Context: an optimization exercise on an open-source flow, tuned for small area, a short achievable clock period and few clock cycles per item. The choices shown serve that exercise and are no tape-out recipe.
No run shown here included a check of the RTL's function; only the layout flow was run.
Power figures rest on the tool's default switching activity, not on a simulated workload.

**flow/run.sh**
```bash
#!/bin/bash
set -euo pipefail
MARGIN=${MARGIN:-6.8}
PORTBUF=${PORTBUF:-sky130_fd_sc_hd__buf_1}
sed -E -e "s/SETUP_SLACK_MARGIN=[^ ]+/SETUP_SLACK_MARGIN=${MARGIN}/" \
       -e "s/CLKGATE_MAP_FILE= /CLKGATE_MAP_FILE= 'BUFFER_PORTS_ARGS=-buffer_cell ${PORTBUF}' /" \
       standard.sh > standard_mod.sh
grep -q "BUFFER_PORTS_ARGS" standard_mod.sh
bash standard_mod.sh > flow.log 2>&1
```
**standard.sh**
```bash
#!/bin/bash
# synth_recipe.tcl (not shown) runs the flow's synth.tcl, then flattens the netlist and writes it again
# the make line also repeats each setting of config.mk as NAME=value (left out here)
make -C /OpenROAD-flow-scripts/flow DESIGN_CONFIG=/design/flow/config.mk WORK_HOME=/design/flow/orfs CLKGATE_MAP_FILE= SYNTH_SCRIPT=/design/flow/synth_recipe.tcl "${@:-finish}"
```
**config.mk**
```make
export PLATFORM = sky130hd
export DESIGN_NAME = el2_exu_div_ctl
export DESIGN_NICKNAME = el2_exu_div_ctl
export VERILOG_FILES = /design/flow/design.v
export SDC_FILE = /design/flow/constraint.sdc
export NUM_CORES = 8
export LEC_CHECK = 0
export CAP_MARGIN = 40
export CORE_MARGIN = 2
export CORE_UTILIZATION = 40
export SETUP_SLACK_MARGIN = 5
export SLEW_MARGIN = 40
export SYNTH_HIERARCHICAL = 1
export SYNTH_MINIMUM_KEEP_SIZE = 0
```
**constraint.sdc**
```tcl
create_clock -name core_clock -period 12.0 [get_ports {clk}]
set_input_delay 2.4000 -clock core_clock [delete_from_list [all_inputs] [get_ports {clk}]]
set_output_delay 2.4000 -clock core_clock [all_outputs]
set_load 0.01 [all_outputs]
```
**design.v**
```verilog
module el2_exu_div_ctl
  (
   input logic           clk,                        
   input logic           rst_l,                      
   input logic           dp_valid,                   
   input logic           dp_unsign,                  
   input logic           dp_rem,                     
   input logic  [31:0]   dividend,                   
   input logic  [31:0]   divisor,                    
   input logic           cancel,                     
   output logic          finish_dly,                 
   output logic [31:0]   out                         
  );
   logic        sv_ff;                  
   logic        it_ff;                  
   logic        fin_ff;                 
   logic [3:0]  cnt_ff;                 
   logic        busy, last;
   logic [31:0] r_ff;                   
   logic [31:0] q_ff;                   
   logic [32:0] b_ff;                   
   logic        rem_ff, neg_ff;         
   assign busy = sv_ff | it_ff;
   assign last = it_ff & (cnt_ff == 4'd0);
   wire  sa = ~dp_unsign & dividend[31];
   wire  sb = ~dp_unsign & divisor[31];
   wire  bz = (divisor == 32'b0);
   wire [31:0] abs_a, abs_b;
   div_cneg_in u_nega (.s(sa), .x(dividend), .y(abs_a));
   div_cneg_in u_negb (.s(sb), .x(divisor),  .y(abs_b));
   wire        q1, d1_co, q2, d2_co;
   wire        en1;
   wire [31:0] r1, d2;
   div_step34 u_s1 (.en(en1), .x({2'b0, r_ff}), .b({1'b0, b_ff}), .q(q1), .co(d1_co), .y(r1));
   div_step33 u_s2 (.en(it_ff), .x({1'b0, r1}), .b({1'b0, b_ff[32:1]}), .q(q2), .co(d2_co), .y(d2));
   wire [31:0] r2_n = busy ? r1 : abs_a;
   wire [31:0] r_next = q2 ? d2 : r2_n;
   wire early = ~d1_co;
   wire [5:0] clza, clzb;
   div_clz32 u_clza (.x(r_ff), .n(clza));
   div_clz32 u_clzb (.x(b_ff[31:0]), .n(clzb));
   wire [5:0]  sdiff = clzb - clza;                     
   wire        bzero = clzb[5];
   wire        s0    = sv_ff & ~bzero & (clza == clzb);
   assign      en1   = it_ff | s0;
   wire [3:0]  m     = (bzero | ~sv_ff) ? 4'hf : sdiff[4:1];
   wire [32:0] b_rot;
   div_rot33 u_rot (.b(b_ff), .m(m), .y(b_rot));
   always_ff @(posedge clk or negedge rst_l) begin
      if (!rst_l) begin
         sv_ff  <= 1'b0;
         it_ff  <= 1'b0;
         fin_ff <= 1'b0;
      end
      else begin
         sv_ff  <= dp_valid & ~cancel;
         it_ff  <= ~cancel & ((sv_ff & ~early & ~s0) | (it_ff & (cnt_ff != 4'd0)));
         fin_ff <= ~cancel & (last | (s0 & ~early));
      end
   end
   always_ff @(posedge clk) begin
      cnt_ff <= sv_ff ? m : cnt_ff - 4'd1;
      r_ff   <= r_next;
      q_ff   <= (it_ff | s0) ? (((last | s0) & rem_ff) ? r_next : {q_ff[29:0], q1 & it_ff, q2 | s0}) :
                sv_ff ? 32'b0 : (abs_a & {32{dp_rem}});
      b_ff   <= busy ? b_rot : {1'b0, abs_b};
      if (!busy) begin
         rem_ff <= dp_rem;
         neg_ff <= dp_rem ? sa : (sa ^ sb) & ~bz;
      end
   end
   wire [31:0] ans;
   div_cneg_out u_nego (.s(neg_ff), .x(q_ff), .y(ans));
   assign out        = ans;
   assign finish_dly = ~cancel & (fin_ff | (sv_ff & early));
endmodule  
module div_cneg_in (input logic s, input logic [31:0] x, output logic [31:0] y);
   wire yy_po_l0_1 = x[1] | x[0];
   wire yy_po_l0_3 = x[3] | x[2];
   wire yy_po_l0_5 = x[5] | x[4];
   wire yy_po_l0_7 = x[7] | x[6];
   wire yy_po_l0_9 = x[9] | x[8];
   wire yy_po_l0_11 = x[11] | x[10];
   wire yy_po_l0_13 = x[13] | x[12];
   wire yy_po_l0_15 = x[15] | x[14];
   wire yy_po_l0_17 = x[17] | x[16];
   wire yy_po_l0_19 = x[19] | x[18];
   wire yy_po_l0_21 = x[21] | x[20];
   wire yy_po_l0_23 = x[23] | x[22];
   wire yy_po_l0_25 = x[25] | x[24];
   wire yy_po_l0_27 = x[27] | x[26];
   wire yy_po_l0_29 = x[29] | x[28];
   wire yy_po_l1_2 = x[2] | yy_po_l0_1;
   wire yy_po_l1_3 = yy_po_l0_3 | yy_po_l0_1;
   wire yy_po_l1_6 = x[6] | yy_po_l0_5;
   wire yy_po_l1_7 = yy_po_l0_7 | yy_po_l0_5;
   wire yy_po_l1_10 = x[10] | yy_po_l0_9;
   wire yy_po_l1_11 = yy_po_l0_11 | yy_po_l0_9;
   wire yy_po_l1_14 = x[14] | yy_po_l0_13;
   wire yy_po_l1_15 = yy_po_l0_15 | yy_po_l0_13;
   wire yy_po_l1_18 = x[18] | yy_po_l0_17;
   wire yy_po_l1_19 = yy_po_l0_19 | yy_po_l0_17;
   wire yy_po_l1_22 = x[22] | yy_po_l0_21;
   wire yy_po_l1_23 = yy_po_l0_23 | yy_po_l0_21;
   wire yy_po_l1_26 = x[26] | yy_po_l0_25;
   wire yy_po_l1_27 = yy_po_l0_27 | yy_po_l0_25;
   wire yy_po_l1_30 = x[30] | yy_po_l0_29;
   wire yy_po_l2_4 = x[4] | yy_po_l1_3;
   wire yy_po_l2_5 = yy_po_l0_5 | yy_po_l1_3;
   wire yy_po_l2_6 = yy_po_l1_6 | yy_po_l1_3;
   wire yy_po_l2_7 = yy_po_l1_7 | yy_po_l1_3;
   wire yy_po_l2_12 = x[12] | yy_po_l1_11;
   wire yy_po_l2_13 = yy_po_l0_13 | yy_po_l1_11;
   wire yy_po_l2_14 = yy_po_l1_14 | yy_po_l1_11;
   wire yy_po_l2_15 = yy_po_l1_15 | yy_po_l1_11;
   wire yy_po_l2_20 = x[20] | yy_po_l1_19;
   wire yy_po_l2_21 = yy_po_l0_21 | yy_po_l1_19;
   wire yy_po_l2_22 = yy_po_l1_22 | yy_po_l1_19;
   wire yy_po_l2_23 = yy_po_l1_23 | yy_po_l1_19;
   wire yy_po_l2_28 = x[28] | yy_po_l1_27;
   wire yy_po_l2_29 = yy_po_l0_29 | yy_po_l1_27;
   wire yy_po_l2_30 = yy_po_l1_30 | yy_po_l1_27;
   wire yy_po_l3_8 = x[8] | yy_po_l2_7;
   wire yy_po_l3_9 = yy_po_l0_9 | yy_po_l2_7;
   wire yy_po_l3_10 = yy_po_l1_10 | yy_po_l2_7;
   wire yy_po_l3_11 = yy_po_l1_11 | yy_po_l2_7;
   wire yy_po_l3_12 = yy_po_l2_12 | yy_po_l2_7;
   wire yy_po_l3_13 = yy_po_l2_13 | yy_po_l2_7;
   wire yy_po_l3_14 = yy_po_l2_14 | yy_po_l2_7;
   wire yy_po_l3_15 = yy_po_l2_15 | yy_po_l2_7;
   wire yy_po_l3_24 = x[24] | yy_po_l2_23;
   wire yy_po_l3_25 = yy_po_l0_25 | yy_po_l2_23;
   wire yy_po_l3_26 = yy_po_l1_26 | yy_po_l2_23;
   wire yy_po_l3_27 = yy_po_l1_27 | yy_po_l2_23;
   wire yy_po_l3_28 = yy_po_l2_28 | yy_po_l2_23;
   wire yy_po_l3_29 = yy_po_l2_29 | yy_po_l2_23;
   wire yy_po_l3_30 = yy_po_l2_30 | yy_po_l2_23;
   wire yy_po_l4_16 = x[16] | yy_po_l3_15;
   wire yy_po_l4_17 = yy_po_l0_17 | yy_po_l3_15;
   wire yy_po_l4_18 = yy_po_l1_18 | yy_po_l3_15;
   wire yy_po_l4_19 = yy_po_l1_19 | yy_po_l3_15;
   wire yy_po_l4_20 = yy_po_l2_20 | yy_po_l3_15;
   wire yy_po_l4_21 = yy_po_l2_21 | yy_po_l3_15;
   wire yy_po_l4_22 = yy_po_l2_22 | yy_po_l3_15;
   wire yy_po_l4_23 = yy_po_l2_23 | yy_po_l3_15;
   wire yy_po_l4_24 = yy_po_l3_24 | yy_po_l3_15;
   wire yy_po_l4_25 = yy_po_l3_25 | yy_po_l3_15;
   wire yy_po_l4_26 = yy_po_l3_26 | yy_po_l3_15;
   wire yy_po_l4_27 = yy_po_l3_27 | yy_po_l3_15;
   wire yy_po_l4_28 = yy_po_l3_28 | yy_po_l3_15;
   wire yy_po_l4_29 = yy_po_l3_29 | yy_po_l3_15;
   wire yy_po_l4_30 = yy_po_l3_30 | yy_po_l3_15;
   wire [30:0] yy_po;
   assign yy_po[0] = x[0];
   assign yy_po[1] = yy_po_l0_1;
   assign yy_po[2] = yy_po_l1_2;
   assign yy_po[3] = yy_po_l1_3;
   assign yy_po[4] = yy_po_l2_4;
   assign yy_po[5] = yy_po_l2_5;
   assign yy_po[6] = yy_po_l2_6;
   assign yy_po[7] = yy_po_l2_7;
   assign yy_po[8] = yy_po_l3_8;
   assign yy_po[9] = yy_po_l3_9;
   assign yy_po[10] = yy_po_l3_10;
   assign yy_po[11] = yy_po_l3_11;
   assign yy_po[12] = yy_po_l3_12;
   assign yy_po[13] = yy_po_l3_13;
   assign yy_po[14] = yy_po_l3_14;
   assign yy_po[15] = yy_po_l3_15;
   assign yy_po[16] = yy_po_l4_16;
   assign yy_po[17] = yy_po_l4_17;
   assign yy_po[18] = yy_po_l4_18;
   assign yy_po[19] = yy_po_l4_19;
   assign yy_po[20] = yy_po_l4_20;
   assign yy_po[21] = yy_po_l4_21;
   assign yy_po[22] = yy_po_l4_22;
   assign yy_po[23] = yy_po_l4_23;
   assign yy_po[24] = yy_po_l4_24;
   assign yy_po[25] = yy_po_l4_25;
   assign yy_po[26] = yy_po_l4_26;
   assign yy_po[27] = yy_po_l4_27;
   assign yy_po[28] = yy_po_l4_28;
   assign yy_po[29] = yy_po_l4_29;
   assign yy_po[30] = yy_po_l4_30;
   wire [31:0] yy;
   assign yy[0] = x[0];
   assign yy[31:1] = x[31:1] ^ ({31{s}} & yy_po);
   assign y = yy;
endmodule
module div_cneg_out (input logic s, input logic [31:0] x, output logic [31:0] y);
   wire yy_po_l0_1 = x[1] | x[0];
   wire yy_po_l0_3 = x[3] | x[2];
   wire yy_po_l0_5 = x[5] | x[4];
   wire yy_po_l0_7 = x[7] | x[6];
   wire yy_po_l0_9 = x[9] | x[8];
   wire yy_po_l0_11 = x[11] | x[10];
   wire yy_po_l0_13 = x[13] | x[12];
   wire yy_po_l0_15 = x[15] | x[14];
   wire yy_po_l0_17 = x[17] | x[16];
   wire yy_po_l0_19 = x[19] | x[18];
   wire yy_po_l0_21 = x[21] | x[20];
   wire yy_po_l0_23 = x[23] | x[22];
   wire yy_po_l0_25 = x[25] | x[24];
   wire yy_po_l0_27 = x[27] | x[26];
   wire yy_po_l0_29 = x[29] | x[28];
   wire yy_po_l1_2 = x[2] | yy_po_l0_1;
   wire yy_po_l1_3 = yy_po_l0_3 | yy_po_l0_1;
   wire yy_po_l1_6 = x[6] | yy_po_l0_5;
   wire yy_po_l1_7 = yy_po_l0_7 | yy_po_l0_5;
   wire yy_po_l1_10 = x[10] | yy_po_l0_9;
   wire yy_po_l1_11 = yy_po_l0_11 | yy_po_l0_9;
   wire yy_po_l1_14 = x[14] | yy_po_l0_13;
   wire yy_po_l1_15 = yy_po_l0_15 | yy_po_l0_13;
   wire yy_po_l1_18 = x[18] | yy_po_l0_17;
   wire yy_po_l1_19 = yy_po_l0_19 | yy_po_l0_17;
   wire yy_po_l1_22 = x[22] | yy_po_l0_21;
   wire yy_po_l1_23 = yy_po_l0_23 | yy_po_l0_21;
   wire yy_po_l1_26 = x[26] | yy_po_l0_25;
   wire yy_po_l1_27 = yy_po_l0_27 | yy_po_l0_25;
   wire yy_po_l1_30 = x[30] | yy_po_l0_29;
   wire yy_po_l2_4 = x[4] | yy_po_l1_3;
   wire yy_po_l2_5 = yy_po_l0_5 | yy_po_l1_3;
   wire yy_po_l2_6 = yy_po_l1_6 | yy_po_l1_3;
   wire yy_po_l2_7 = yy_po_l1_7 | yy_po_l1_3;
   wire yy_po_l2_12 = x[12] | yy_po_l1_11;
   wire yy_po_l2_13 = yy_po_l0_13 | yy_po_l1_11;
   wire yy_po_l2_14 = yy_po_l1_14 | yy_po_l1_11;
   wire yy_po_l2_15 = yy_po_l1_15 | yy_po_l1_11;
   wire yy_po_l2_20 = x[20] | yy_po_l1_19;
   wire yy_po_l2_21 = yy_po_l0_21 | yy_po_l1_19;
   wire yy_po_l2_22 = yy_po_l1_22 | yy_po_l1_19;
   wire yy_po_l2_23 = yy_po_l1_23 | yy_po_l1_19;
   wire yy_po_l2_28 = x[28] | yy_po_l1_27;
   wire yy_po_l2_29 = yy_po_l0_29 | yy_po_l1_27;
   wire yy_po_l2_30 = yy_po_l1_30 | yy_po_l1_27;
   wire yy_po_l3_8 = x[8] | yy_po_l2_7;
   wire yy_po_l3_9 = yy_po_l0_9 | yy_po_l2_7;
   wire yy_po_l3_10 = yy_po_l1_10 | yy_po_l2_7;
   wire yy_po_l3_11 = yy_po_l1_11 | yy_po_l2_7;
   wire yy_po_l3_12 = yy_po_l2_12 | yy_po_l2_7;
   wire yy_po_l3_13 = yy_po_l2_13 | yy_po_l2_7;
   wire yy_po_l3_14 = yy_po_l2_14 | yy_po_l2_7;
   wire yy_po_l3_15 = yy_po_l2_15 | yy_po_l2_7;
   wire yy_po_l3_24 = x[24] | yy_po_l2_23;
   wire yy_po_l3_25 = yy_po_l0_25 | yy_po_l2_23;
   wire yy_po_l3_26 = yy_po_l1_26 | yy_po_l2_23;
   wire yy_po_l3_27 = yy_po_l1_27 | yy_po_l2_23;
   wire yy_po_l3_28 = yy_po_l2_28 | yy_po_l2_23;
   wire yy_po_l3_29 = yy_po_l2_29 | yy_po_l2_23;
   wire yy_po_l3_30 = yy_po_l2_30 | yy_po_l2_23;
   wire yy_po_l4_16 = x[16] | yy_po_l3_15;
   wire yy_po_l4_17 = yy_po_l0_17 | yy_po_l3_15;
   wire yy_po_l4_18 = yy_po_l1_18 | yy_po_l3_15;
   wire yy_po_l4_19 = yy_po_l1_19 | yy_po_l3_15;
   wire yy_po_l4_20 = yy_po_l2_20 | yy_po_l3_15;
   wire yy_po_l4_21 = yy_po_l2_21 | yy_po_l3_15;
   wire yy_po_l4_22 = yy_po_l2_22 | yy_po_l3_15;
   wire yy_po_l4_23 = yy_po_l2_23 | yy_po_l3_15;
   wire yy_po_l4_24 = yy_po_l3_24 | yy_po_l3_15;
   wire yy_po_l4_25 = yy_po_l3_25 | yy_po_l3_15;
   wire yy_po_l4_26 = yy_po_l3_26 | yy_po_l3_15;
   wire yy_po_l4_27 = yy_po_l3_27 | yy_po_l3_15;
   wire yy_po_l4_28 = yy_po_l3_28 | yy_po_l3_15;
   wire yy_po_l4_29 = yy_po_l3_29 | yy_po_l3_15;
   wire yy_po_l4_30 = yy_po_l3_30 | yy_po_l3_15;
   wire [30:0] yy_po;
   assign yy_po[0] = x[0];
   assign yy_po[1] = yy_po_l0_1;
   assign yy_po[2] = yy_po_l1_2;
   assign yy_po[3] = yy_po_l1_3;
   assign yy_po[4] = yy_po_l2_4;
   assign yy_po[5] = yy_po_l2_5;
   assign yy_po[6] = yy_po_l2_6;
   assign yy_po[7] = yy_po_l2_7;
   assign yy_po[8] = yy_po_l3_8;
   assign yy_po[9] = yy_po_l3_9;
   assign yy_po[10] = yy_po_l3_10;
   assign yy_po[11] = yy_po_l3_11;
   assign yy_po[12] = yy_po_l3_12;
   assign yy_po[13] = yy_po_l3_13;
   assign yy_po[14] = yy_po_l3_14;
   assign yy_po[15] = yy_po_l3_15;
   assign yy_po[16] = yy_po_l4_16;
   assign yy_po[17] = yy_po_l4_17;
   assign yy_po[18] = yy_po_l4_18;
   assign yy_po[19] = yy_po_l4_19;
   assign yy_po[20] = yy_po_l4_20;
   assign yy_po[21] = yy_po_l4_21;
   assign yy_po[22] = yy_po_l4_22;
   assign yy_po[23] = yy_po_l4_23;
   assign yy_po[24] = yy_po_l4_24;
   assign yy_po[25] = yy_po_l4_25;
   assign yy_po[26] = yy_po_l4_26;
   assign yy_po[27] = yy_po_l4_27;
   assign yy_po[28] = yy_po_l4_28;
   assign yy_po[29] = yy_po_l4_29;
   assign yy_po[30] = yy_po_l4_30;
   wire [31:0] yy;
   assign yy[0] = x[0];
   assign yy[31:1] = x[31:1] ^ ({31{s}} & yy_po);
   assign y = yy;
endmodule
module div_step34 (input logic en, input logic [33:0] x, input logic [33:0] b, output logic q, output logic co, output logic [31:0] y);
   wire [33:0] d_p0 = x ^ ~b;
   wire [33:0] d_g0 = x & ~b;
   wire d_g1_1 = d_g0[1] | (d_p0[1] & (d_g0[0] | d_p0[0]));
   wire d_g1_3 = d_g0[3] | (d_p0[3] & d_g0[2]);
   wire d_p1_3 = d_p0[3] & d_p0[2];
   wire d_g1_5 = d_g0[5] | (d_p0[5] & d_g0[4]);
   wire d_p1_5 = d_p0[5] & d_p0[4];
   wire d_g1_7 = d_g0[7] | (d_p0[7] & d_g0[6]);
   wire d_p1_7 = d_p0[7] & d_p0[6];
   wire d_g1_9 = d_g0[9] | (d_p0[9] & d_g0[8]);
   wire d_p1_9 = d_p0[9] & d_p0[8];
   wire d_g1_11 = d_g0[11] | (d_p0[11] & d_g0[10]);
   wire d_p1_11 = d_p0[11] & d_p0[10];
   wire d_g1_13 = d_g0[13] | (d_p0[13] & d_g0[12]);
   wire d_p1_13 = d_p0[13] & d_p0[12];
   wire d_g1_15 = d_g0[15] | (d_p0[15] & d_g0[14]);
   wire d_p1_15 = d_p0[15] & d_p0[14];
   wire d_g1_17 = d_g0[17] | (d_p0[17] & d_g0[16]);
   wire d_p1_17 = d_p0[17] & d_p0[16];
   wire d_g1_19 = d_g0[19] | (d_p0[19] & d_g0[18]);
   wire d_p1_19 = d_p0[19] & d_p0[18];
   wire d_g1_21 = d_g0[21] | (d_p0[21] & d_g0[20]);
   wire d_p1_21 = d_p0[21] & d_p0[20];
   wire d_g1_23 = d_g0[23] | (d_p0[23] & d_g0[22]);
   wire d_p1_23 = d_p0[23] & d_p0[22];
   wire d_g1_25 = d_g0[25] | (d_p0[25] & d_g0[24]);
   wire d_p1_25 = d_p0[25] & d_p0[24];
   wire d_g1_27 = d_g0[27] | (d_p0[27] & d_g0[26]);
   wire d_p1_27 = d_p0[27] & d_p0[26];
   wire d_g1_29 = d_g0[29] | (d_p0[29] & d_g0[28]);
   wire d_p1_29 = d_p0[29] & d_p0[28];
   wire d_g1_31 = d_g0[31] | (d_p0[31] & d_g0[30]);
   wire d_p1_31 = d_p0[31] & d_p0[30];
   wire d_g1_33 = d_g0[33] | (d_p0[33] & d_g0[32]);
   wire d_p1_33 = d_p0[33] & d_p0[32];
   wire d_g2_3 = d_g1_3 | (d_p1_3 & d_g1_1);
   wire d_g2_7 = d_g1_7 | (d_p1_7 & d_g1_5);
   wire d_p2_7 = d_p1_7 & d_p1_5;
   wire d_g2_11 = d_g1_11 | (d_p1_11 & d_g1_9);
   wire d_p2_11 = d_p1_11 & d_p1_9;
   wire d_g2_15 = d_g1_15 | (d_p1_15 & d_g1_13);
   wire d_p2_15 = d_p1_15 & d_p1_13;
   wire d_g2_19 = d_g1_19 | (d_p1_19 & d_g1_17);
   wire d_p2_19 = d_p1_19 & d_p1_17;
   wire d_g2_23 = d_g1_23 | (d_p1_23 & d_g1_21);
   wire d_p2_23 = d_p1_23 & d_p1_21;
   wire d_g2_27 = d_g1_27 | (d_p1_27 & d_g1_25);
   wire d_p2_27 = d_p1_27 & d_p1_25;
   wire d_g2_31 = d_g1_31 | (d_p1_31 & d_g1_29);
   wire d_p2_31 = d_p1_31 & d_p1_29;
   wire d_g3_7 = d_g2_7 | (d_p2_7 & d_g2_3);
   wire d_g3_15 = d_g2_15 | (d_p2_15 & d_g2_11);
   wire d_p3_15 = d_p2_15 & d_p2_11;
   wire d_g3_23 = d_g2_23 | (d_p2_23 & d_g2_19);
   wire d_p3_23 = d_p2_23 & d_p2_19;
   wire d_g3_31 = d_g2_31 | (d_p2_31 & d_g2_27);
   wire d_p3_31 = d_p2_31 & d_p2_27;
   wire d_g4_15 = d_g3_15 | (d_p3_15 & d_g3_7);
   wire d_g4_31 = d_g3_31 | (d_p3_31 & d_g3_23);
   wire d_p4_31 = d_p3_31 & d_p3_23;
   wire d_g5_31 = d_g4_31 | (d_p4_31 & d_g4_15);
   wire d_g7_23 = d_g3_23 | (d_p3_23 & d_g4_15);
   wire d_g8_11 = d_g2_11 | (d_p2_11 & d_g3_7);
   wire d_g8_19 = d_g2_19 | (d_p2_19 & d_g4_15);
   wire d_g8_27 = d_g2_27 | (d_p2_27 & d_g7_23);
   wire d_g9_5 = d_g1_5 | (d_p1_5 & d_g2_3);
   wire d_g9_9 = d_g1_9 | (d_p1_9 & d_g3_7);
   wire d_g9_13 = d_g1_13 | (d_p1_13 & d_g8_11);
   wire d_g9_17 = d_g1_17 | (d_p1_17 & d_g4_15);
   wire d_g9_21 = d_g1_21 | (d_p1_21 & d_g8_19);
   wire d_g9_25 = d_g1_25 | (d_p1_25 & d_g7_23);
   wire d_g9_29 = d_g1_29 | (d_p1_29 & d_g8_27);
   wire d_g9_33 = d_g1_33 | (d_p1_33 & d_g5_31);
   wire d_g10_2 = d_g0[2] | (d_p0[2] & d_g1_1);
   wire d_g10_4 = d_g0[4] | (d_p0[4] & d_g2_3);
   wire d_g10_6 = d_g0[6] | (d_p0[6] & d_g9_5);
   wire d_g10_8 = d_g0[8] | (d_p0[8] & d_g3_7);
   wire d_g10_10 = d_g0[10] | (d_p0[10] & d_g9_9);
   wire d_g10_12 = d_g0[12] | (d_p0[12] & d_g8_11);
   wire d_g10_14 = d_g0[14] | (d_p0[14] & d_g9_13);
   wire d_g10_16 = d_g0[16] | (d_p0[16] & d_g4_15);
   wire d_g10_18 = d_g0[18] | (d_p0[18] & d_g9_17);
   wire d_g10_20 = d_g0[20] | (d_p0[20] & d_g8_19);
   wire d_g10_22 = d_g0[22] | (d_p0[22] & d_g9_21);
   wire d_g10_24 = d_g0[24] | (d_p0[24] & d_g7_23);
   wire d_g10_26 = d_g0[26] | (d_p0[26] & d_g9_25);
   wire d_g10_28 = d_g0[28] | (d_p0[28] & d_g8_27);
   wire d_g10_30 = d_g0[30] | (d_p0[30] & d_g9_29);
   wire d_g10_32 = d_g0[32] | (d_p0[32] & d_g5_31);
   wire [33:0] d_c = {d_g9_33, d_g10_32, d_g5_31, d_g10_30, d_g9_29, d_g10_28, d_g8_27, d_g10_26, d_g9_25, d_g10_24, d_g7_23, d_g10_22, d_g9_21, d_g10_20, d_g8_19, d_g10_18, d_g9_17, d_g10_16, d_g4_15, d_g10_14, d_g9_13, d_g10_12, d_g8_11, d_g10_10, d_g9_9, d_g10_8, d_g3_7, d_g10_6, d_g9_5, d_g10_4, d_g2_3, d_g10_2, d_g1_1, (d_g0[0] | d_p0[0])};
   wire [33:0] d = d_p0 ^ {d_c[32:0], 1'b1};
   wire d_co = d_c[33];
   assign co = d_co;
   assign q  = en & d_co;
   assign y  = q ? d[31:0] : x[31:0];
endmodule
module div_step33 (input logic en, input logic [32:0] x, input logic [32:0] b, output logic q, output logic co, output logic [31:0] y);
   wire [32:0] d_p0 = x ^ ~b;
   wire [32:0] d_g0 = x & ~b;
   wire d_g1_1 = d_g0[1] | (d_p0[1] & (d_g0[0] | d_p0[0]));
   wire d_g1_3 = d_g0[3] | (d_p0[3] & d_g0[2]);
   wire d_p1_3 = d_p0[3] & d_p0[2];
   wire d_g1_5 = d_g0[5] | (d_p0[5] & d_g0[4]);
   wire d_p1_5 = d_p0[5] & d_p0[4];
   wire d_g1_7 = d_g0[7] | (d_p0[7] & d_g0[6]);
   wire d_p1_7 = d_p0[7] & d_p0[6];
   wire d_g1_9 = d_g0[9] | (d_p0[9] & d_g0[8]);
   wire d_p1_9 = d_p0[9] & d_p0[8];
   wire d_g1_11 = d_g0[11] | (d_p0[11] & d_g0[10]);
   wire d_p1_11 = d_p0[11] & d_p0[10];
   wire d_g1_13 = d_g0[13] | (d_p0[13] & d_g0[12]);
   wire d_p1_13 = d_p0[13] & d_p0[12];
   wire d_g1_15 = d_g0[15] | (d_p0[15] & d_g0[14]);
   wire d_p1_15 = d_p0[15] & d_p0[14];
   wire d_g1_17 = d_g0[17] | (d_p0[17] & d_g0[16]);
   wire d_p1_17 = d_p0[17] & d_p0[16];
   wire d_g1_19 = d_g0[19] | (d_p0[19] & d_g0[18]);
   wire d_p1_19 = d_p0[19] & d_p0[18];
   wire d_g1_21 = d_g0[21] | (d_p0[21] & d_g0[20]);
   wire d_p1_21 = d_p0[21] & d_p0[20];
   wire d_g1_23 = d_g0[23] | (d_p0[23] & d_g0[22]);
   wire d_p1_23 = d_p0[23] & d_p0[22];
   wire d_g1_25 = d_g0[25] | (d_p0[25] & d_g0[24]);
   wire d_p1_25 = d_p0[25] & d_p0[24];
   wire d_g1_27 = d_g0[27] | (d_p0[27] & d_g0[26]);
   wire d_p1_27 = d_p0[27] & d_p0[26];
   wire d_g1_29 = d_g0[29] | (d_p0[29] & d_g0[28]);
   wire d_p1_29 = d_p0[29] & d_p0[28];
   wire d_g1_31 = d_g0[31] | (d_p0[31] & d_g0[30]);
   wire d_p1_31 = d_p0[31] & d_p0[30];
   wire d_g2_3 = d_g1_3 | (d_p1_3 & d_g1_1);
   wire d_g2_7 = d_g1_7 | (d_p1_7 & d_g1_5);
   wire d_p2_7 = d_p1_7 & d_p1_5;
   wire d_g2_11 = d_g1_11 | (d_p1_11 & d_g1_9);
   wire d_p2_11 = d_p1_11 & d_p1_9;
   wire d_g2_15 = d_g1_15 | (d_p1_15 & d_g1_13);
   wire d_p2_15 = d_p1_15 & d_p1_13;
   wire d_g2_19 = d_g1_19 | (d_p1_19 & d_g1_17);
   wire d_p2_19 = d_p1_19 & d_p1_17;
   wire d_g2_23 = d_g1_23 | (d_p1_23 & d_g1_21);
   wire d_p2_23 = d_p1_23 & d_p1_21;
   wire d_g2_27 = d_g1_27 | (d_p1_27 & d_g1_25);
   wire d_p2_27 = d_p1_27 & d_p1_25;
   wire d_g2_31 = d_g1_31 | (d_p1_31 & d_g1_29);
   wire d_p2_31 = d_p1_31 & d_p1_29;
   wire d_g3_7 = d_g2_7 | (d_p2_7 & d_g2_3);
   wire d_g3_15 = d_g2_15 | (d_p2_15 & d_g2_11);
   wire d_p3_15 = d_p2_15 & d_p2_11;
   wire d_g3_23 = d_g2_23 | (d_p2_23 & d_g2_19);
   wire d_p3_23 = d_p2_23 & d_p2_19;
   wire d_g3_31 = d_g2_31 | (d_p2_31 & d_g2_27);
   wire d_p3_31 = d_p2_31 & d_p2_27;
   wire d_g4_15 = d_g3_15 | (d_p3_15 & d_g3_7);
   wire d_g4_31 = d_g3_31 | (d_p3_31 & d_g3_23);
   wire d_p4_31 = d_p3_31 & d_p3_23;
   wire d_g5_31 = d_g4_31 | (d_p4_31 & d_g4_15);
   wire d_g7_23 = d_g3_23 | (d_p3_23 & d_g4_15);
   wire d_g8_11 = d_g2_11 | (d_p2_11 & d_g3_7);
   wire d_g8_19 = d_g2_19 | (d_p2_19 & d_g4_15);
   wire d_g8_27 = d_g2_27 | (d_p2_27 & d_g7_23);
   wire d_g9_5 = d_g1_5 | (d_p1_5 & d_g2_3);
   wire d_g9_9 = d_g1_9 | (d_p1_9 & d_g3_7);
   wire d_g9_13 = d_g1_13 | (d_p1_13 & d_g8_11);
   wire d_g9_17 = d_g1_17 | (d_p1_17 & d_g4_15);
   wire d_g9_21 = d_g1_21 | (d_p1_21 & d_g8_19);
   wire d_g9_25 = d_g1_25 | (d_p1_25 & d_g7_23);
   wire d_g9_29 = d_g1_29 | (d_p1_29 & d_g8_27);
   wire d_g10_2 = d_g0[2] | (d_p0[2] & d_g1_1);
   wire d_g10_4 = d_g0[4] | (d_p0[4] & d_g2_3);
   wire d_g10_6 = d_g0[6] | (d_p0[6] & d_g9_5);
   wire d_g10_8 = d_g0[8] | (d_p0[8] & d_g3_7);
   wire d_g10_10 = d_g0[10] | (d_p0[10] & d_g9_9);
   wire d_g10_12 = d_g0[12] | (d_p0[12] & d_g8_11);
   wire d_g10_14 = d_g0[14] | (d_p0[14] & d_g9_13);
   wire d_g10_16 = d_g0[16] | (d_p0[16] & d_g4_15);
   wire d_g10_18 = d_g0[18] | (d_p0[18] & d_g9_17);
   wire d_g10_20 = d_g0[20] | (d_p0[20] & d_g8_19);
   wire d_g10_22 = d_g0[22] | (d_p0[22] & d_g9_21);
   wire d_g10_24 = d_g0[24] | (d_p0[24] & d_g7_23);
   wire d_g10_26 = d_g0[26] | (d_p0[26] & d_g9_25);
   wire d_g10_28 = d_g0[28] | (d_p0[28] & d_g8_27);
   wire d_g10_30 = d_g0[30] | (d_p0[30] & d_g9_29);
   wire d_g10_32 = d_g0[32] | (d_p0[32] & d_g5_31);
   wire [32:0] d_c = {d_g10_32, d_g5_31, d_g10_30, d_g9_29, d_g10_28, d_g8_27, d_g10_26, d_g9_25, d_g10_24, d_g7_23, d_g10_22, d_g9_21, d_g10_20, d_g8_19, d_g10_18, d_g9_17, d_g10_16, d_g4_15, d_g10_14, d_g9_13, d_g10_12, d_g8_11, d_g10_10, d_g9_9, d_g10_8, d_g3_7, d_g10_6, d_g9_5, d_g10_4, d_g2_3, d_g10_2, d_g1_1, (d_g0[0] | d_p0[0])};
   wire [32:0] d = d_p0 ^ {d_c[31:0], 1'b1};
   wire d_co = d_c[32];
   assign co = d_co;
   assign q  = en & d_co;
   assign y  = d[31:0];
endmodule
module div_clz32 (input logic [31:0] x, output logic [5:0] n);
   wire c_v0_0 = x[1] | x[0];
   wire c_z0_0 = ~x[1];
   wire c_v0_1 = x[3] | x[2];
   wire c_z0_1 = ~x[3];
   wire c_v0_2 = x[5] | x[4];
   wire c_z0_2 = ~x[5];
   wire c_v0_3 = x[7] | x[6];
   wire c_z0_3 = ~x[7];
   wire c_v0_4 = x[9] | x[8];
   wire c_z0_4 = ~x[9];
   wire c_v0_5 = x[11] | x[10];
   wire c_z0_5 = ~x[11];
   wire c_v0_6 = x[13] | x[12];
   wire c_z0_6 = ~x[13];
   wire c_v0_7 = x[15] | x[14];
   wire c_z0_7 = ~x[15];
   wire c_v0_8 = x[17] | x[16];
   wire c_z0_8 = ~x[17];
   wire c_v0_9 = x[19] | x[18];
   wire c_z0_9 = ~x[19];
   wire c_v0_10 = x[21] | x[20];
   wire c_z0_10 = ~x[21];
   wire c_v0_11 = x[23] | x[22];
   wire c_z0_11 = ~x[23];
   wire c_v0_12 = x[25] | x[24];
   wire c_z0_12 = ~x[25];
   wire c_v0_13 = x[27] | x[26];
   wire c_z0_13 = ~x[27];
   wire c_v0_14 = x[29] | x[28];
   wire c_z0_14 = ~x[29];
   wire c_v0_15 = x[31] | x[30];
   wire c_z0_15 = ~x[31];
   wire c_v1_0 = c_v0_1 | c_v0_0;
   wire c_z1_0_0 = c_v0_1 ? c_z0_1 : c_z0_0;
   wire c_v1_1 = c_v0_3 | c_v0_2;
   wire c_z1_1_0 = c_v0_3 ? c_z0_3 : c_z0_2;
   wire c_v1_2 = c_v0_5 | c_v0_4;
   wire c_z1_2_0 = c_v0_5 ? c_z0_5 : c_z0_4;
   wire c_v1_3 = c_v0_7 | c_v0_6;
   wire c_z1_3_0 = c_v0_7 ? c_z0_7 : c_z0_6;
   wire c_v1_4 = c_v0_9 | c_v0_8;
   wire c_z1_4_0 = c_v0_9 ? c_z0_9 : c_z0_8;
   wire c_v1_5 = c_v0_11 | c_v0_10;
   wire c_z1_5_0 = c_v0_11 ? c_z0_11 : c_z0_10;
   wire c_v1_6 = c_v0_13 | c_v0_12;
   wire c_z1_6_0 = c_v0_13 ? c_z0_13 : c_z0_12;
   wire c_v1_7 = c_v0_15 | c_v0_14;
   wire c_z1_7_0 = c_v0_15 ? c_z0_15 : c_z0_14;
   wire c_v2_0 = c_v1_1 | c_v1_0;
   wire c_z2_0_0 = c_v1_1 ? ~c_v0_3 : ~c_v0_1;
   wire c_z2_0_1 = c_v1_1 ? c_z1_1_0 : c_z1_0_0;
   wire c_v2_1 = c_v1_3 | c_v1_2;
   wire c_z2_1_0 = c_v1_3 ? ~c_v0_7 : ~c_v0_5;
   wire c_z2_1_1 = c_v1_3 ? c_z1_3_0 : c_z1_2_0;
   wire c_v2_2 = c_v1_5 | c_v1_4;
   wire c_z2_2_0 = c_v1_5 ? ~c_v0_11 : ~c_v0_9;
   wire c_z2_2_1 = c_v1_5 ? c_z1_5_0 : c_z1_4_0;
   wire c_v2_3 = c_v1_7 | c_v1_6;
   wire c_z2_3_0 = c_v1_7 ? ~c_v0_15 : ~c_v0_13;
   wire c_z2_3_1 = c_v1_7 ? c_z1_7_0 : c_z1_6_0;
   wire c_v3_0 = c_v2_1 | c_v2_0;
   wire c_z3_0_0 = c_v2_1 ? ~c_v1_3 : ~c_v1_1;
   wire c_z3_0_1 = c_v2_1 ? c_z2_1_0 : c_z2_0_0;
   wire c_z3_0_2 = c_v2_1 ? c_z2_1_1 : c_z2_0_1;
   wire c_v3_1 = c_v2_3 | c_v2_2;
   wire c_z3_1_0 = c_v2_3 ? ~c_v1_7 : ~c_v1_5;
   wire c_z3_1_1 = c_v2_3 ? c_z2_3_0 : c_z2_2_0;
   wire c_z3_1_2 = c_v2_3 ? c_z2_3_1 : c_z2_2_1;
   wire c_v4_0 = c_v3_1 | c_v3_0;
   wire c_z4_0_0 = c_v3_1 ? ~c_v2_3 : ~c_v2_1;
   wire c_z4_0_1 = c_v3_1 ? c_z3_1_0 : c_z3_0_0;
   wire c_z4_0_2 = c_v3_1 ? c_z3_1_1 : c_z3_0_1;
   wire c_z4_0_3 = c_v3_1 ? c_z3_1_2 : c_z3_0_2;
   wire [5:0] c = {~c_v4_0, c_v4_0 & ~c_v3_1, c_v4_0 & c_z4_0_0, c_v4_0 & c_z4_0_1, c_v4_0 & c_z4_0_2, c_v4_0 & c_z4_0_3};
   assign n = c;
endmodule
module div_rot33 (input logic [32:0] b, input logic [3:0] m, output logic [32:0] y);
   wire [32:0] b_r1  = {b[31:0], b[32]};
   wire [32:0] b_r2  = m[0] ? {b_r1[30:0], b_r1[32:31]} : b_r1;
   wire [32:0] b_r4  = m[1] ? {b_r2[28:0], b_r2[32:29]} : b_r2;
   wire [32:0] b_r8  = m[2] ? {b_r4[24:0], b_r4[32:25]} : b_r4;
   assign y          = m[3] ? {b_r8[16:0], b_r8[32:17]} : b_r8;
endmodule
```
==> summary.md, run 1 <==
| Metric | Value |
|---|---|
| Result of the run | complete, no violations |
| Vias per inst | 5.85 |
| Die span in y | ~180 um |
| Gp weighted congestion | a little over 0.9 |
| Pre-CTS setup slack | ~4400 ps |
| Total detailed-routing wirelength | between 30 and 40 mm |
| H-tree level count | 3 |
| DR pass1 iterations | 5 |
| IR drop worst, VDD | around 150 uV |
| Transition time at the pin with the least slew margin | 779 ps |
| Critical Path Slowest Stage Cell | fa_2 |
| Cell Area, Synth | about 12000 um2 |
| Register cell area after layout | 2190 um2 |
| GRT Residual Overflow | 0 |
| Class of the most critical setup path | reg2reg |
| Count of antenna-violating nets left after detailed routing | 0 |
| CTS max path bufs | 2 |
| Unrepaired setup endpoints after global routing | true |
| Post-CTS clock slew at the launch and capture registers of the worst setup and hold paths | around 90 ps |
| Core region area | 30500 um2 |
| CTS tree | built |
| Post-Synthesis Mean Instance Area | 9.48 um2 |
| Die area | ~32000 um2 |
| Number of instances in the synthesized netlist | roughly 1300 |
| Number of clock sinks | around 110 |
| R2R Setup Slk | between 5000 and 6000 ps |
| Reg2Reg Capture Point | q_ff[26] |
| Gate family responsible for the most delay along the worst path | simple AND/OR/NAND/NOR gates |
| Number of antenna violations at the first check in global routing | 0 |
| Count of yosys warnings during synthesis | 7 |
| Final slew viol count | 0 |
| Number of cell instances on the worst register-to-register path | 31 |
| Share of final-layout standard cells stronger than drive strength 1 | between 20 and 30% |
| Accumulated negative setup slack | 0 ps |
| Critical path capture point type | register |
| Post-Route Skew | just under 20 ps |
| # IOs | just over 100 |
| Worst EP required | 12260 ps |
| Critical path's largest stage delay | approximately 540 ps |
| Timing-limited maximum frequency | 159 MHz |
| # hold bufs at CTS | 0 |
| Wire length of the first global-routing pass | around 60 mm |
| Chip width | approximately 180 um |
| Worst Path Arrival | between 6000 and 7000 ps |
| CP Launch Type | register |
| Clock Root Buffer | clkbuf_16 |
| Number of DRC violations after detailed-routing iteration 0 | roughly 870 |
| Pin count of the biggest net entering global routing | 46 |
| Origin of the worst setup path | r_ff[31] |
| Largest fanout of any net on the critical path | 7 |
| Detailed-route wire length per cell | roughly 20 um |
| DR vias | around 11000 |
| Total stage count of the critical path | 31 |
| Port-buffer cells | between 100 and 150 |
| Relative max-transition margin | between 40% and 50% |
| Bufs and invs on worst path | 6 |
| Final hold violations | 0 |
| Drt drc | 0 |
| Placement Rows | 64 |
| Worst setup path end | q_ff[26] |
| Worst min path class | reg2reg |
| Number of nets at the end of the flow | 1600 |
| Total power after layout | slightly below 5000 uW |
| Final worst slack | 5690 ps |
| Synth-to-layout area growth | 17.8% |
| Half-perimeter wire length after detailed placement | 27.5 mm |
| Vias in the first global route | 10800 |
| Max-Cap Viols | 0 |
| Power density normalized to cell area | 338 nW/um2 |
| Total area of multi-input combinational cells | 9930 um2 |
| Final Critical Period | between 6000 and 7000 ps |
| Starting utilization of the core area | between 40% and 50% |
| Clock latency at the later pin of the worst-skew pair | 370 ps |
| Number of filler instances in the final layout | approximately 2800 |
| Number of clock buffers inserted by TritonCTS | 9 |
| Leakage power total | about 0.006 uW |
| Gr usage total | a little under a quarter |
| Final number of setup-violating endpoints | 0 |
| Final Cycle Share | between 50% and 60% |
| Most repeated library cell on the critical path | inv_2 |
| Diode count | 0 |
| R2r startpoint | r_ff[31] |
==> worst reg2reg max path: cells and delay by family, from the launching register on <==
kind            cells  cell delay (ps)
simple gates        9             2130
fa+ha+maj           4             1290
compound gates     10             1630
buf+inv             6              510
flops               1              330
mux                 2              320
==> layer usage <==
layer  up-vias  GRT usage, %  routed length [um]
met5         -             0                   0
met1      5267          29.1               15500
met2       356          41.2               18900
li1       5007             -                   -
met3        63          4.07                2150
met4         0          6.11                 860
==> power breakdown <==
group	total (uW)	leakage (uW)	switching (uW)	internal [uW]
logic	3710	0.00499	1900	1810
registers	882	0.000910	361	521
clock network	326	0.000152	158	168
==> flip-flops by register name, indices dropped and copies added (netlist names) <==
signal	flops
b_ff	33
q_ff	32
r_ff	32
cnt_ff	4
fin_ff	1
it_ff	1
neg_ff	1
rem_ff	1
sv_ff	1
==> through the flow <==
stage | hold WS (ps) | utilization, % | area (um2) | cells
after floorplan | 442 | - | 12600 | 1309
final | 482 | 47.8 | 14600 | 1827
after global placement | 473 | 42.9 | 13100 | 1756
after detailed placement | 477 | 43.1 | 13100 | 1760
after CTS | 486 | 47.0 | 14300 | 1820
after global routing | 520 | 47.8 | 14600 | 1827
==> how the worst min path moves through the flow <==
stage | start | endpoint | slack, ps | cells past startpoint
global placement | cnt_ff[0] | cnt_ff[0] | 470 | 1
CTS | cnt_ff[0] | cnt_ff[0] | 490 | 1
detailed placement | cnt_ff[0] | cnt_ff[0] | 480 | 1
floorplan | cnt_ff[0] | cnt_ff[0] | 440 | 1
finish | cnt_ff[0] | cnt_ff[0] | 480 | 1
global route | cnt_ff[0] | cnt_ff[0] | 520 | 1
==> layout by cell type, fill, tap and decap left out, types with 9 or more instances in the layout <==
master / count
a21o_1: 15
a21oi_1: 43
nor4_4: 9
o31ai_1: 29
nand4_1: 10
o41ai_2: 12
or4_4: 10
nand2b_1: 11
nor2b_1: 11
o21ai_2: 36
nor4_1: 22
buf_1: 102
nand2_2: 18
xor2_1: 19
nor2_1: 41
clkbuf_16: 9
o21ai_0: 46
ha_1: 65
nand3_1: 9
a21oi_2: 9
inv_1: 114
mux2i_1: 69
nand2_1: 99
fa_1: 26
dfxtp_2: 21
mux2_4: 21
buf_4: 40
dfxtp_1: 77
mux2_2: 35
o21ai_1: 35
mux4_2: 59
nor3_1: 12
xnor2_1: 105
==> what timing repair did <==
item	CTS	global route
pin swaps	31	41
endpoints found under the setup margin	66	76
cloned	9	0
gates resized for setup	101	50
buffers inserted	35	7
==> final cells by class <==
| class | count | area share (%) |
|---|---|---|
| clock inverter | 7 | 0.627 |
| clock buffer | 9 | 1.55 |
| sequential | 106 | 15.1 |
| multi-input combinational | 1022 | 68.1 |
| timing repair buffer | 166 | 8.11 |
| inverter | 121 | 3.15 |
| tap | 396 | 3.40 |
==> inputs of run 2 (changes only) <==
--- a/design.v
+++ b/design.v
@@ -35,3 +35,3 @@
    div_step33 u_s2 (.en(it_ff), .x({1'b0, r1}), .b({1'b0, b_ff[32:1]}), .q(q2), .co(d2_co), .y(d2));
-   wire [31:0] r2_n = busy ? r1 : abs_a;
+   wire [31:0] r2_n = busy ? ((it_ff | s0) ? r1 : r_ff) : abs_a;
    wire [31:0] r_next = q2 ? d2 : r2_n;
@@ -44,3 +44,3 @@
    wire        s0    = sv_ff & ~bzero & (clza == clzb);
-   assign      en1   = it_ff | s0;
+   assign      en1   = busy;    
    wire [3:0]  m     = (bzero | ~sv_ff) ? 4'hf : sdiff[4:1];
==> summary.md, run 2 <==
| Metric | Value |
|---|---|
| Result of the run | complete, no violations |
| Worst EP required | 12270 ps (about the same) |
| Worst slack on hold paths | 489 ps (+7.18 ps) |
| Share of final-layout standard cells stronger than drive strength 1 | 24.7% (-3.6 points) |
| Worst Path Arrival | 5490 ps (-1080 ps) |
| Worst min-delay path startpoint | cnt_ff[0] |
| Final hold violations | 0 (unchanged) |
| Die span in y | 185 um (+3.1%) |
| Max-Cap Viols | 0 (unchanged) |
| Final Critical Period | 5230 ps (-1080 ps) |
| Placed standard-cell area | 13800 um2 (+4.8%) |
| Detailed-route wire length per cell | 21.1 um (+3.1%) |
| Count of antenna-violating nets left after detailed routing | 0 (unchanged) |
| Vias in the first global route | 11700 (+7.5%) |
| Transition time at the pin with the least slew margin | 808 ps (+28.2 ps) |
| Post-Synthesis Mean Instance Area | 8.84 um2 (-6.8%) |
| Half-perimeter wire length after detailed placement | 31.6 mm (+15%) |
| Logic gate share of total power | 77.3% (+1.9 points) |
| Port-buffer cells | 102 (unchanged) |
| Commonest cells after routing, fill and taps aside | nand2_1 (184), inv_1 (114), xnor2_1 (110) |
| Leakage power total | 0.00647 uW (+6.9%) |
| Most frequent standard cell in the layout excluding fill and tap cells | nand2_1 |
| Largest fanout of any net on the critical path | 4 (-3) |
| CP Launch Type | register |
| Die area | 34400 um2 (+6.3%) |
| Post-CTS clock slew at the launch and capture registers of the worst setup and hold paths | 80 ps (about the same) |
| Pin count of the biggest net entering global routing | 66 (+43%) |
| CTS tree | built |
| Class of the most critical setup path | reg2reg |
| DR pass1 iterations | 7 (+2) |
| Number of flip-flops under the largest register name | 33 (unchanged) |
| Vias per inst | 6.02 (+2.9%) |
| R2r startpoint | r_ff[0] |
| Diode count | 0 (unchanged) |
| Timing-limited maximum frequency | 191 MHz (+21%) |
| Synth-to-layout area growth | 15.8% |
| Accumulated negative setup slack | 0 ps (unchanged) |
| Number of nets at the end of the flow | 1769 (+11%) |
| Registers with the most flip-flops | b_ff (33), q_ff (32), r_ff (32) |
| Number of DRC violations after detailed-routing iteration 0 | 1196 (+38%) |
| Final slew viol count | 0 (unchanged) |
| Worst min path class | reg2reg |
| Count of yosys warnings during synthesis | 7 (unchanged) |
| # IOs | 103 (unchanged) |
| Post-Layout Inst Area | 15200 um2 (+4.6%) |
| Switching part of the total power | 49.9% (+0.65 points) |
| Part of the power in the clock network | 5.8% (-0.8 points) |
| Cell Area, Synth | 13200 um2 (+6.5%) |
| Clock latency at the later pin of the worst-skew pair | 370 ps (about the same) |
| Switching pwr | 2540 uW (+4.7%) |
| IR drop worst, VDD | 128 uV (-12%) |
| Relative max-transition margin | 45.7% (-1.0 points) |
| GRT Residual Overflow | 0 (unchanged) |
| CTS max path bufs | 2 (unchanged) |
| Number of antenna violations at the first check in global routing | 0 (unchanged) |
| Number of instances in the synthesized netlist | 1490 (+14%) |
| Unrepaired setup endpoints after global routing | true |
| Number of clock sinks | 106 (unchanged) |
| Clock Root Buffer | clkbuf_16 |
| DP Cell Count | 1965 (+12%) |
| Power density normalized to cell area | 333 nW/um2 (-1.2%) |
| Chip width | 185 um (+3.1%) |
| Post-Route Skew | 14.4 ps (-5.04 ps) |
| Final Cycle Share | 43.5% (-9.0 points) |
| Gp weighted congestion | 0.964 (+5.7%) |
| Cell-internal power | 2550 uW (+2.0%) |
| Wire length of the first global-routing pass | 64.6 mm (+7.6%) |
| Register with the most flip-flops | b_ff |
| Core region area | 32500 um2 (+6.4%) |
| Fin cells | 2041 (+12%) |
| Starting utilization of the core area | 40.6% (about the same) |
| Origin of the worst setup path | r_ff[0] |
| Final number of setup-violating endpoints | 0 (unchanged) |
| Total detailed-routing wirelength | 43.1 mm (+15%) |
| H-tree level count | 3 (unchanged) |
| Number of clock buffers inserted by TritonCTS | 9 (unchanged) |
| DR vias | 12300 (+15%) |
| Placement Rows | 66 (+3.1%) |
| Gr usage total | 24.3% (+1.1 points) |
| Part of the total power dissipated in sequential elements | 16.9% (-1.0 points) |
| Critical path capture point type | register |
| Drt drc | 0 (unchanged) |
==> run 2: timing repair <==
item	4_1_cts	5_1_grt
gates resized for setup	83	98
endpoints found under the setup margin	65	95
hold buffers	0	0
cloned	0	3
pin swaps	11	21
setup buffers	16	42
==> run 2: area by class of cell <==
type	count	area [um2]
timing repair buffer	175	1070
sequential	106	2290
clock inverter	6	50.0
clock buffer	9	225
multi-input combinational	1181	10600
tap	442	553
inverter	122	463
fill	3084	17200
==> run 2: metrics by stage <==
step | total power [uW] | setup WS (ps) | util (%)
after floorplan | 3340 | 6830 | -
after global placement | 4120 | 5980 | 42.3
after detailed placement | 4190 | 5940 | 42.4
after CTS | 4650 | 6800 | 44.4
after global routing | 5450 | 6640 | 47.0
final | 5080 | 6770 | 47.0
==> run 2: final timing paths <==
path                        endpoint  slack (ps)  cells past startpoint
hold / removal             cnt_ff[0]         490                      1
min in group asynchronous      sv_ff        1840                      1
setup reg to reg            q_ff[26]        6770                     25
setup / recovery            q_ff[26]        6770                     25
max in group asynchronous      it_ff       10000                      1
hold reg to reg            cnt_ff[0]         490                      1
==> run 2: layer usage <==
layer	track usage, %	part of all wire [%]	up-vias	wire length (um)
met5	0.741	0	-	0
met4	9.08	3.4	0	1470
met3	4.05	6.8	102	2950
met2	41.9	49	486	21300
met1	30.3	40	6024	17400
li1	-	-	5675	-
==> run 2: critical path, stage by stage (launching register included) <==
cell and delay, ps:
dfxtp_2 360, inv_4 40, ha_4 150, fa_2 370, nand2b_4 170, a21oi_4 130
o211ai_1 130, buf_4 180, a31oi_4 200, buf_6 130, o41ai_4 50, buf_6 180
buf_4 140, buf_6 120, mux2_4 330, ha_4 300, o211ai_4 80, a21oi_4 180
o2111ai_4 150, o211a_4 320, o21ai_4 250, a31oi_2 140, fa_2 550, inv_1 50
a32o_2 230, o211a_1 200
==> run 2: power by group through the flow <==
stage	logic, uW	clock network (uW)	registers (uW)
final	3930	297	858
after floorplan	2640	0	698
after global placement	3260	0	866
after global routing	4270	314	874
after detailed placement	3330	0	866
after CTS	3490	302	855
==> inputs of run 3 (changes only) <==
--- a/design.v
+++ b/design.v
@@ -17,3 +17,2 @@
    logic [3:0]  cnt_ff;                 
-   logic        busy, last;
    logic [31:0] r_ff;                   
@@ -22,4 +21,4 @@
    logic        rem_ff, neg_ff;         
-   assign busy = sv_ff | it_ff;
-   assign last = it_ff & (cnt_ff == 4'd0);
+   wire  busy = sv_ff | it_ff;
+   wire  last = it_ff & (cnt_ff == 4'd0);
    wire  sa = ~dp_unsign & dividend[31];
@@ -31,10 +30,7 @@
    wire        q1, d1_co, q2, d2_co;
-   wire        en1;
    wire [31:0] r1, d2;
-   div_step34 u_s1 (.en(en1), .x({2'b0, r_ff}), .b({1'b0, b_ff}), .q(q1), .co(d1_co), .y(r1));
+   div_step34 u_s1 (.en(busy), .x({2'b0, r_ff}), .b({1'b0, b_ff}), .q(q1), .co(d1_co), .y(r1));
    div_step33 u_s2 (.en(it_ff), .x({1'b0, r1}), .b({1'b0, b_ff[32:1]}), .q(q2), .co(d2_co), .y(d2));
-   wire [31:0] r2_n = busy ? ((it_ff | s0) ? r1 : r_ff) : abs_a;
-   wire [31:0] r_next = q2 ? d2 : r2_n;
-   wire early = ~d1_co;
-   wire [5:0] clza, clzb;
+   wire        early = ~d1_co;
+   wire [5:0]  clza, clzb;
    div_clz32 u_clza (.x(r_ff), .n(clza));
@@ -43,7 +39,17 @@
    wire        bzero = clzb[5];
-   wire        s0    = sv_ff & ~bzero & (clza == clzb);
-   assign      en1   = busy;    
    wire [3:0]  m     = (bzero | ~sv_ff) ? 4'hf : sdiff[4:1];
+   wire        s0    = sv_ff & ~bzero & (clza == clzb);
+   wire        keep1 = it_ff | s0;                      
+   wire        go    = it_ff | s0;                      
+   wire        lastq = last | s0;                       
+   wire        qb1   = q1 & it_ff;
+   wire        qb2   = q2 | s0;
    wire [32:0] b_rot;
    div_rot33 u_rot (.b(b_ff), .m(m), .y(b_rot));
+   wire [31:0] r_next, q_next;
+   wire [32:0] b_next;
+   assign r_next = q2 ? d2 : (busy ? (keep1 ? r1 : r_ff) : abs_a);
+   assign q_next = go ? ((lastq & rem_ff) ? r_next : {q_ff[29:0], qb1, qb2}) :
+                   sv_ff ? 32'b0 : (abs_a & {32{dp_rem}});
+   assign b_next = busy ? b_rot : {1'b0, abs_b};
    always_ff @(posedge clk or negedge rst_l) begin
@@ -63,5 +69,4 @@
       r_ff   <= r_next;
-      q_ff   <= (it_ff | s0) ? (((last | s0) & rem_ff) ? r_next : {q_ff[29:0], q1 & it_ff, q2 | s0}) :
-                sv_ff ? 32'b0 : (abs_a & {32{dp_rem}});
-      b_ff   <= busy ? b_rot : {1'b0, abs_b};
+      q_ff   <= q_next;
+      b_ff   <= b_next;
       if (!busy) begin
==> summary.md, run 3 <==
| Metric | Value |
|---|---|
| Origin of the worst setup path | r_ff[1] |
| Max-Cap Viols | 0 (unchanged) |
| Critical path's largest stage delay | 450 ps (-100 ps) |
| Post-Route Skew | 14.6 ps (+0.207 ps) |
| Number of DRC violations after detailed-routing iteration 0 | 1180 (-1.3%) |
| DR pass1 iterations | 7 (unchanged) |
| H-tree level count | 3 (unchanged) |
| Number of clock buffers inserted by TritonCTS | 9 (unchanged) |
| Number of antenna violations at the first check in global routing | 0 (unchanged) |
| # IOs | 103 (unchanged) |
| Die span in y | 185 um (-0.49%) |
| Worst setup path end | q_ff[2] |
| # hold bufs at CTS | 0 (unchanged) |
| Final hold violations | 0 (unchanged) |
| Largest fanout of any net on the critical path | 8 (+4) |
| Wire length of the first global-routing pass | 63.9 mm (-1.2%) |
| Gp weighted congestion | 0.894 (-7.3%) |
| Reg2Reg Capture Point | q_ff[2] |
| Cell Area, Synth | 13000 um2 (-1.0%) |
| Class of the most critical setup path | reg2reg |
| Pin count of the biggest net entering global routing | 64 (-3.0%) |
| Detailed-route wire length per cell | 21.6 um (+2.5%) |
| GRT Residual Overflow | 0 (unchanged) |
| Final number of setup-violating endpoints | 0 (unchanged) |
| Critical Path Slowest Stage Cell | dfxtp_1 |
| Worst EP required | 12250 ps (-20 ps) |
| Synth-to-layout area growth | 18.8% |
| Number of filler instances in the final layout | 3018 (-2.1%) |
| CTS tree | built |
| Final slew viol count | 0 (unchanged) |
| Number of instances in the synthesized netlist | 1394 (-6.4%) |
| R2r startpoint | r_ff[1] |
| DR vias | 11800 (-3.8%) |
| Core region area | 32300 um2 (-0.51%) |
| Number of flip-flops under the largest register name | 33 (unchanged) |
| Total detailed-routing wirelength | 42.1 mm (-2.3%) |
| Most frequent standard cell in the layout excluding fill and tap cells | inv_1 |
| Relative max-transition margin | 48.7% (+3.0 points) |
| Post-Synthesis Mean Instance Area | 9.35 um2 (+5.8%) |
| Grt met3 use | 4.29% (+0.24 points) |
| Drt drc | 0 (unchanged) |
| Number of clock sinks | 106 (unchanged) |
| Worst Path Arrival | 5500 ps (about the same) |
| Register with the most flip-flops | b_ff |
| Clock latency at the later pin of the worst-skew pair | 370 ps (about the same) |
| Post-CTS clock slew at the launch and capture registers of the worst setup and hold paths | 80 ps (about the same) |
| Starting utilization of the core area | 40.4% (-0.20 points) |
| Gr usage total | 24.0% (-0.30 points) |
| CP Launch Type | register |
| Count of antenna-violating nets left after detailed routing | 0 (unchanged) |
| Result of the run | complete, no violations |
| Clock Root Buffer | clkbuf_16 |
| Transition time at the pin with the least slew margin | 770 ps (-37.8 ps) |
| Leakage power total | 0.00577 uW (-11%) |
| Diode count | 0 (unchanged) |
| Placement Rows | 66 (unchanged) |
| Utilization of the core after routing | 48.0% (+0.98 points) |
| Share of final-layout standard cells stronger than drive strength 1 | 32.7% (+8.0 points) |
| Number of nets at the end of the flow | 1673 (-5.4%) |
| Met1 routing resource usage after global routing | 30.9% (+0.56 points) |
| Die area | 34100 um2 (-0.97%) |
| CTS max path bufs | 2 (unchanged) |
| Power density normalized to cell area | 352 nW/um2 (+5.5%) |
| Most repeated library cell on the critical path | a21oi_4 |
| Timing-limited maximum frequency | 190 MHz (-0.47%) |
| Accumulated negative setup slack | 0 ps (unchanged) |
| IR drop worst, VDD | 132 uV (+2.6%) |
| Chip width | 185 um (-0.49%) |
| R2R Setup Slk | 6750 ps (-20 ps) |
| Gr busiest metal | met2 |
| Port-buffer cells | 102 (unchanged) |
| Unrepaired setup endpoints after global routing | true |
| Vias in the first global route | 11500 (-1.7%) |
| Final Cycle Share | 43.7% (+0.20 points) |
| Critical path capture point type | register |
| Half-perimeter wire length after detailed placement | 29.8 mm (-5.7%) |
| Vias per inst | 6.07 (+0.86%) |
| Number of cell instances on the worst register-to-register path | 27 (+8.0%) |
| Registers with the most flip-flops | b_ff (33), q_ff (32), r_ff (32) |
| Count of yosys warnings during synthesis | 7 (unchanged) |
| Worst min path class | reg2reg |
| Commonest cells after routing, fill and taps aside | inv_1 (113), xnor2_1 (108), nand2_1 (108) |
| Met2 usage | 40.0% (-1.9 points) |
| Final Critical Period | 5250 ps (+24.5 ps) |
[run 3: stage by stage]
stage | worst slack (ps) | cell area [um2] | instances | power, uW | hold WS, ps
floorplan | 6810 | 13100 | 1398 | 3520 | 441
global route | 6590 | 15500 | 1946 | 5870 | 529
finish | 6750 | 15500 | 1946 | 5450 | 499
global placement | 5220 | 13600 | 1875 | 4300 | 478
CTS | 6770 | 14700 | 1923 | 5040 | 504
detailed placement | 5610 | 13700 | 1877 | 4350 | 482
[run 3: how the worst min path moves through the flow]
stage                     startpoint         to  depth (start not counted)
after global placement     cnt_ff[0]  cnt_ff[0]                          1
after detailed placement   cnt_ff[0]  cnt_ff[0]                          1
after global routing       cnt_ff[0]  cnt_ff[0]                          1
after CTS                  cnt_ff[0]  cnt_ff[0]                          1
final                      cnt_ff[0]  cnt_ff[0]                          1
after floorplan            cnt_ff[0]  cnt_ff[0]                          1
[run 3: metal layers]
metal | wire, um | up-vias | part of all wire, %
li1 | - | 5474 | -
met1 | 17900 | 5846 | 42
met2 | 20300 | 408 | 48
met3 | 2440 | 86 | 5.8
met4 | 1390 | 2 | 3.3
met5 | 53 | - | 0.13
[run 3: critical path, delay by kind of cell, from the launching register on]
| kind | cells | cell delay, ps |
|---|---|---|
| simple gates | 5 | 860 |
| compound gates | 12 | 1980 |
| flops | 1 | 450 |
| fa+ha+maj | 3 | 890 |
| buf+inv | 6 | 730 |
| mux | 1 | 230 |
[run 3: repair_timing]
item | CTS | global route
buffers inserted | 27 | 18
cloned | 3 | 5
endpoints found under the hold margin | 0 | 0
pin swaps | 27 | 63
setup endpoints to repair | 66 | 79
gates resized for setup | 121 | 120
[run 3: cell type report]
cell class,instances,area (um2),area share [%]
multi-input cells,1092,10800,69.7
flip-flops and latches,106,2260,14.6
repair buffers,167,1060,6.83
well taps,442,553,3.57
inverters,120,477,3.08
clock buffers,10,239,1.54
repair inverters,3,57.6,0.372
clock inverters,6,48.8,0.315
[run 3: power breakdown]
group / switching [uW] / total [uW] / internal, uW
Sequential: 359 / 909 / 549
Clock: 154 / 304 / 149
Combinational: 2220 / 4240 / 2010
Total: 2740 / 5450 / 2710

-- afterwards: timing with drivers on the ports --
Ports are ideal in the flow. The routed layouts listed here were re-timed in OpenROAD. Step 1 assumes that a clkbuf_16 drives the clock port and a buf_2 every other input. Step 2 adds t to the input delays and takes it off the output delays; t is the mean of the earliest and latest rising clock arrival at the registers after step 1. Input paths then give back, and output paths get back, about the clock's delay inside the block. Slacks: ideal / step 1 / step 2; pairs: ideal / step 1.
| run | shift t [ns] | setup slack, ns | hold slack, ns | slew at the worst register clock pin (ns) | worst data-port slew with drivers (ns) |
|---|---|---|---|---|---|
| run 1 | 0.407 | 5.694 / 5.694 / 5.694 | 0.482 / 0.482 / 0.482 | 0.09 / 0.09 | 0.04 |
| run 2 | 0.409 | 6.775 / 6.725 / 6.775 | 0.489 / 0.489 / 0.489 | 0.08 / 0.08 | 0.05 |
| run 3 | 0.408 | 6.750 / 6.750 / 6.750 | 0.499 / 0.499 / 0.499 | 0.08 / 0.08 | 0.05 |
After both steps setup and hold are still met in every run listed.
